Background: an optimization exercise with open tools, aiming at small area and a short achievable clock period. Do not read the settings as production practice. Function was checked by simulation only, so behaviour that the tests miss may differ from the original. No activity file was given, so power comes from the tool's default toggle rates.

==> inputs of zinc <==
==> flow/design.v (excerpt) <==
module dsp_27x27u #(
    parameter LATENCY = 2,
    parameter AX_WIDTH = 27,
    parameter AY_WIDTH = 27,
    parameter RESULT_A_WIDTH = 54
) (
    input   clock,
    input   resetn,
    input   ivalid,
    input   iready,
    output  ovalid,
    output  oready,
    input [AX_WIDTH-1:0] ax,
    input [AY_WIDTH-1:0] ay,
    output [RESULT_A_WIDTH-1:0] resulta
);
    reg [26:0] xr;
    reg [28:0] x3r;
    reg [8:0] negr;
    reg [8:0] oner;
    reg [8:0] twor;
    reg [8:0] thrr;
    reg [8:0] fourr;
    reg ytop;
    reg [12:0] lowr;
    reg pr12;
    reg gr12;
    reg pr13;
    reg gr13;
    reg pr14;
    reg gr14;
    reg pr15;
    reg gr15;
    reg pr16;
    reg gr16;
    reg pr17;
    reg gr17;
    reg pr18;
    reg gr18;
    reg pr19;
    reg gr19;
    reg pr20;
    reg gr20;
    reg pr21;
    reg gr21;
    reg pr22;
    reg gr22;
    reg pr23;
    reg gr23;
    reg pr24;
    reg gr24;
    reg pr25;
    reg gr25;
    reg pr26;
    reg gr26;
    reg pr27;
    reg gr27;
    reg pr28;
    reg gr28;
    reg pr29;
    reg gr29;
    reg pr30;
    reg gr30;
    reg pr31;
    reg gr31;
    reg pr32;
    reg gr32;
    reg pr33;
    reg gr33;
    reg pr34;
    reg gr34;
    reg pr35;
    reg gr35;
    reg pr36;
    reg gr36;
    reg pr37;
    reg gr37;
    reg pr38;
    reg gr38;
    reg pr39;
    reg gr39;
    reg pr40;
    reg gr40;
    reg pr41;
    reg gr41;
    reg pr42;
    reg gr42;
    reg pr43;
    reg gr43;
    reg pr44;
    reg gr44;
    reg pr45;
    reg gr45;
    reg pr46;
    reg gr46;
    reg pr47;
    reg gr47;
    reg pr48;
    reg gr48;
    reg pr49;
    reg gr49;
    reg pr50;
    reg gr50;
    reg pr51;
    reg gr51;
    reg pr52;
    reg gr52;
    reg pr53;
    reg gr53;
    wire pp1;
    wire pp2;
    wire pp3;
    wire pp4;
    wire pp5;
    wire pp6;
    wire pp7;
    wire pp8;
    wire pp9;
  ...
Settings: LEC_CHECK=0, CAP_MARGIN=20, CORE_MARGIN=2, CORE_UTILIZATION=45, SETUP_SLACK_MARGIN=5.0, SLEW_MARGIN=20, SYNTH_HIERARCHICAL=1, SYNTH_MINIMUM_KEEP_SIZE=0, TNS_END_PERCENT=5; clock period 8.5 ns.
run.sh (not shown) runs the stock make flow with config.mk's settings and CLKGATE_MAP_FILE= SYNTH_SCRIPT=/design/flow/synth_recipe.tcl, a recipe that flattens the netlist after the stock synthesis.
==> inputs of maple, as changes to zinc <==
Settings changed: CORE_UTILIZATION 45 to 60, SETUP_SLACK_MARGIN 5.0 to 4.8, TNS_END_PERCENT 5 to 10.
==> inputs of sierra, as changes to zinc <==
Settings changed: SETUP_SLACK_MARGIN 5.0 to 4.8, TNS_END_PERCENT 5 to 10.
==> qor summary <==
| quantity | zinc | sierra | maple |
|---|---|---|---|
| Final design utilization | 51.8% | 52.0% | 68.6% |
| Power density normalized to cell area | 463 nW/um^2 | 459 nW/um^2 | 467 nW/um^2 |
| Final cell count without fillers | 2891 | 2894 | 2704 |
| Final hold slack | 0.892 ns | 0.773 ns | 0.923 ns |
| Number of buffers and inverters on the critical path | 2 | 1 | 4 |
| Clock network power consumption | 0.823 mW | 0.817 mW | 0.815 mW |
| Min-delay src | x3r[0]$_DFF_P_ | negr[0]$_DFF_P_ | x3r[0]$_DFF_P_ |
| Post-layout minimum cycle time | 4.04 ns | 4.01 ns | 4.05 ns |
| Share of power burned in combinational logic | 77.7% | 77.5% | 77.6% |
| Share of the clock period used by the worst path | 47.5% | 47.2% | 47.6% |
| Plain + repair buffers | 211 | 215 | 221 |
| Outcome | timing/DRC/antenna clean | timing/DRC/antenna clean | timing/DRC/antenna clean |
| Wire length on met2 | 31.3 mm | 31.2 mm | 30.5 mm |
| Metal-1 WL | 30.7 mm | 30.9 mm | 28.2 mm |
| Number of search-and-repair iterations in the first detailed-routing pass | 8 | 6 | 8 |
| Switching share of total power | 43.0% | 42.7% | 43.0% |

[re-timing with driven ports]
No port has a modelled driver above. Below, the same layouts with a new extraction and two added sets of constraints. Step 1 (the two cells are an assumption about what drives the block):
set clk [get_ports {clock}]
set_driving_cell -lib_cell sky130_fd_sc_hd__clkbuf_16 $clk
set_driving_cell -lib_cell sky130_fd_sc_hd__buf_2 [delete_from_list [all_inputs] $clk]
Step 2, shift: input delay + t, output delay - t, t = (earliest + latest rising clock arrival at the registers) / 2. This alone moves slack from input paths to output paths. Three values: ideal ports, drivers, drivers and shift; two values: the first two.
| run | t, ns | setup WS [ns] | clock arrival spread, ns | slew at the worst register clock pin (ns) | worst data-port slew with drivers (ns) |
|---|---|---|---|---|---|
| zinc | 0.521 | 4.463 / 4.408 / 4.168 | 0.020 / 0.020 | 0.09 / 0.09 | 0.04 |
| maple | 0.514 | 4.450 / 4.390 / 4.131 | 0.025 / 0.025 | 0.09 / 0.09 | 0.04 |
| sierra | 0.522 | 4.488 / 4.433 / 4.155 | 0.016 / 0.017 | 0.08 / 0.08 | 0.04 |
After both steps setup and hold are still met in every run listed. For sierra, which loses most, drivers alone change the setup slack by -0.055 ns; drivers and shift together by -0.333 ns.
